What follows belongs to an exercise in optimizing a design on an open flow for small area, a short achievable clock period and few clock cycles; a production flow would make more cautious choices. Where RTL was checked, it was by simulation tests only, not by an equivalence proof against the original.

Design sha256_v2, start of the top module:
module sha256_v2(
    input wire i_clk,
    input wire i_rst,
    input wire i_write,
    input wire [7:0] i_N,
    input wire [8:0] i_bit_miss,
    input wire i_read,
    input wire [31:0] i_data,
    output reg [31:0] o_data,
    output reg o_done
);
    localparam [255:0] IV = {32'h6a09e667, 32'hbb67ae85, 32'h3c6ef372, 32'ha54ff53a,
                             32'h510e527f, 32'h9b05688c, 32'h1f83d9ab, 32'h5be0cd19};
    reg        rd_r;         
    reg [7:0]  n_r;          
    reg [8:0]  bm_r;         
    reg [6:0]  t;            
    reg        padblk;       
    reg [7:0]  blk;          
    reg        last_r;       
    reg        ro_en;        
    reg [2:0]  rc;           
    reg [31:0] keep_r;       
    reg [31:0] set_r;        
    reg        first;        
    reg        rnd_en;       
    reg        iv_ld;        
    reg        w15_sched;    
    reg        ring_add;     
    wire last     = last_r & ~padblk;
    wire need_pad = (bm_r <= 9'd64);
    wire t64      = t[6];
    wire fin      = t64 & (padblk | (last & ~need_pad));
    wire [6:0] t_nx      = rnd_en ? t + 7'd1 : (t64 ? 7'd0 : t);
    wire       padblk_nx = t64 ? (~fin & (last | padblk)) : padblk;
    wire [7:0] blk_nx    = ~t64 ? blk : (fin ? 8'd0 : (last ? blk : blk + 8'd1));
    wire       last_nx   = (n_r == blk_nx + 8'd1);
    wire       lo_nx     = ~t_nx[6] & ~t_nx[5] & ~t_nx[4];
    wire       first_nx  = (blk_nx == 8'd0) & ~padblk_nx;
    wire       rnd_nx    = lo_nx ? (i_write | padblk_nx) : ~t_nx[6];
    wire [31:0] keep_nx, set_nx;
    sha256_padding_v2_top u_pad (
        .i_k(t_nx[3:0]),
        .i_lo(lo_nx),
        .i_first((t_nx == 7'd0) & first_nx),
        .i_last(last_nx),
        .i_padblk(padblk_nx),
        .i_N(i_N),
        .i_bit_miss(i_bit_miss),
  ...
Size in the first run: roughly 6400 cells after synthesis, about 1200 flip-flops.
export LEC_CHECK = 0
export ABC_AREA = 1
export CAP_MARGIN = 20
export CORE_MARGIN = 2
export CORE_UTILIZATION = 60
export CTS_CLUSTER_DIAMETER = 100
export CTS_CLUSTER_SIZE = 20
export SLEW_MARGIN = 20
create_clock -name core_clock -period 20.0 [get_ports {i_clk}]
standard.sh (not shown) runs the stock make flow with config.mk's settings and CLKGATE_MAP_FILE= SYNTH_SCRIPT=/design/flow/synth_recipe.tcl, a recipe that flattens the netlist after the stock synthesis.
==> flow/flow/run.sh <==
#!/bin/bash
# Layout flow: the standard synthesis, then the standard layout with
# the timing repair told to keep a setup margin, so that it closes the design
# at a shorter period than the 20 ns constraint, and with the ports buffered
# by plain buffers (which the repair may then resize). Each step's full
# output goes to a log file of its own here.
set -euo pipefail
MARGIN=14.9
bash standard.sh synth > synth.log 2>&1
bash standard.sh SETUP_SLACK_MARGIN=$MARGIN MATCH_CELL_FOOTPRINT=0 "BUFFER_PORTS_ARGS=-buffer_cell sky130_fd_sc_hd__buf_2" "CTS_ARGS=-sink_clustering_enable -repair_clock_nets -sink_clustering_size 20 -sink_clustering_max_diameter 100 -dont_use_dummy_load" finish > layout.log 2>&1
Then changed:
--- a/flow/design.v
+++ b/flow/design.v
@@ -173,106 +173,98 @@
     input wire i_clk,
     input wire i_rst,
     input wire i_write,
     input wire [7:0] i_N,
     input wire [8:0] i_bit_miss,
     input wire i_read,
     input wire [31:0] i_data,
     output reg [31:0] o_data,
     output reg o_done
 );
     localparam [255:0] IV = {32'h6a09e667, 32'hbb67ae85, 32'h3c6ef372, 32'ha54ff53a,
                              32'h510e527f, 32'h9b05688c, 32'h1f83d9ab, 32'h5be0cd19};
+    reg        wr_r;         
     reg        rd_r;         
     reg [7:0]  n_r;          
     reg [8:0]  bm_r;         
     reg [6:0]  t;            
     reg        padblk;       
     reg [7:0]  blk;          
     reg        last_r;       
     reg        ro_en;        
     reg [2:0]  rc;           
     reg [31:0] keep_r;       
     reg [31:0] set_r;        
-    reg        first;        
-    reg        rnd_en;       
-    reg        iv_ld;        
-    reg        w15_sched;    
-    reg        ring_add;     
+    wire first    = (blk == 8'd0) & ~padblk;
     wire last     = last_r & ~padblk;
     wire need_pad = (bm_r <= 9'd64);
+    wire t_lo     = ~t[6] & ~t[5] & ~t[4];           
+    wire rnd_en   = t_lo ? (wr_r | padblk) : ~t[6];   
     wire t64      = t[6];
     wire fin      = t64 & (padblk | (last & ~need_pad));
+    wire ring_add = t64 | (t[5] & t[4] & t[3] & t[2] & (t[1] | t[0]));  
+    wire iv_ld    = (t == 7'd0) & first & ~wr_r;
     wire [6:0] t_nx      = rnd_en ? t + 7'd1 : (t64 ? 7'd0 : t);
     wire       padblk_nx = t64 ? (~fin & (last | padblk)) : padblk;
     wire [7:0] blk_nx    = ~t64 ? blk : (fin ? 8'd0 : (last ? blk : blk + 8'd1));
     wire       last_nx   = (n_r == blk_nx + 8'd1);
     wire       lo_nx     = ~t_nx[6] & ~t_nx[5] & ~t_nx[4];
-    wire       first_nx  = (blk_nx == 8'd0) & ~padblk_nx;
-    wire       rnd_nx    = lo_nx ? (i_write | padblk_nx) : ~t_nx[6];
     wire [31:0] keep_nx, set_nx;
     sha256_padding_v2_top u_pad (
         .i_k(t_nx[3:0]),
         .i_lo(lo_nx),
-        .i_first((t_nx == 7'd0) & first_nx),
+        .i_first((t_nx == 7'd0) & (blk_nx == 8'd0) & ~padblk_nx),
         .i_last(last_nx),
         .i_padblk(padblk_nx),
         .i_N(i_N),
         .i_bit_miss(i_bit_miss),
         .i_len({n_r, 9'd0} - {8'd0, bm_r}),
         .o_keep(keep_nx),
         .o_set(set_nx)
     );
     always @(posedge i_clk or negedge i_rst) begin
         if (!i_rst) begin
-            t         <= 7'd0;
-            padblk    <= 1'b0;
-            blk       <= 8'd0;
-            ro_en     <= 1'b0;
-            first     <= 1'b1;
-            rnd_en    <= 1'b0;
-            iv_ld     <= 1'b1;
-            w15_sched <= 1'b0;
-            ring_add  <= 1'b0;
+            wr_r   <= 1'b0;
+            t      <= 7'd0;
+            padblk <= 1'b0;
+            blk    <= 8'd0;
+            ro_en  <= 1'b0;
         end else begin
-            t         <= t_nx;
-            padblk    <= padblk_nx;
-            blk       <= blk_nx;
-            ro_en     <= fin | (ro_en & (t == 7'd0));
-            first     <= first_nx;
-            rnd_en    <= rnd_nx;
-            iv_ld     <= (t_nx == 7'd0) & first_nx & ~i_write;
-            w15_sched <= rnd_nx & (t_nx >= 7'd15) & (t_nx <= 7'd62);
-            ring_add  <= t_nx[6] | (t_nx >= 7'd61);
+            wr_r   <= i_write;
+            t      <= t_nx;
+            padblk <= padblk_nx;
+            blk    <= blk_nx;
+            ro_en  <= fin | (ro_en & (t == 7'd0));
         end
     end
     always @(posedge i_clk) begin
         rd_r   <= i_read;
         o_done <= (t == 7'd63) & ~(last & need_pad);
         n_r    <= i_N;
         bm_r   <= i_bit_miss;
         last_r <= last_nx;
         keep_r <= keep_nx;
         set_r  <= set_nx;
         if (fin) rc <= 3'd0;
         else if (ro_en & rd_r & (rc != 3'd7)) rc <= rc + 3'd1;
     end
     reg [31:0] W [0:15];
     wire [31:0] wt;       
     wire [31:0] w_new;
     assign wt = (W[15] & keep_r) | set_r;
     sha256_scheduler_v2 u_sched (
         .w0(W[0]), .w1(W[1]), .w9(W[9]), .w14(W[14]),
         .w_new(w_new)
     );
+    wire w15_sched = rnd_en & (t >= 7'd15) & (t <= 7'd62);
     integer i;
     always @(posedge i_clk) begin
         if (rnd_en) begin
             for (i = 0; i < 14; i = i + 1) W[i] <= W[i+1];
             W[14] <= wt;
         end
         W[15] <= w15_sched ? w_new : i_data;
     end
     reg [31:0] a, b, c, d, e, f, g, hk;
     reg [31:0] HA0, HA1, HA2, HA3, HE0, HE1, HE2, HE3;
     wire [31:0] kc_nx;
     sha256_functions_v2 u_k (.j(t), .k_j(kc_nx));
Effect: Synthesized cell count came out higher slightly; worst hold slack improves by 23 ps; worst setup slack improves by 39 ps; maximum frequency came out higher slightly; via count stays flat; sequential share of layout area hardly moves; die area is about the same; routed wire length came out lower slightly; sequential cell count came out lower by 4.
Testbench counts after the change, summed over its fixed seeds: cycles 12,948.
Function not checked in the first run of this note: the RTL went through the layout flow alone.

afterwards: timing with drivers on the ports:
In the flow no input, the clock included, has a driving cell. The finished layouts below were timed again as built, in two steps.
Step 1 assumes that a clkbuf_16 drives the clock port and a buf_2 every other input.
Step 2 adds t to the input delays and takes it off the output delays; t is the mean of the earliest and latest rising clock arrival at the registers after step 1. Input paths then give back, and output paths get back, about the clock's delay inside the block.
Three values: ideal ports, drivers, drivers and shift; two values: the first two.
run | t, ns | setup WS [ns] | worst register clock-pin slew, ns
the first run | 0.735 | 14.811 / 14.732 / 14.318 | 0.10 / 0.10
the second run | 0.732 | 14.850 / 14.772 / 14.342 | 0.10 / 0.10
After both steps every run listed still meets setup and hold. For the second run, which loses most, drivers alone change the setup slack by -0.078 ns; drivers and shift together by -0.508 ns.
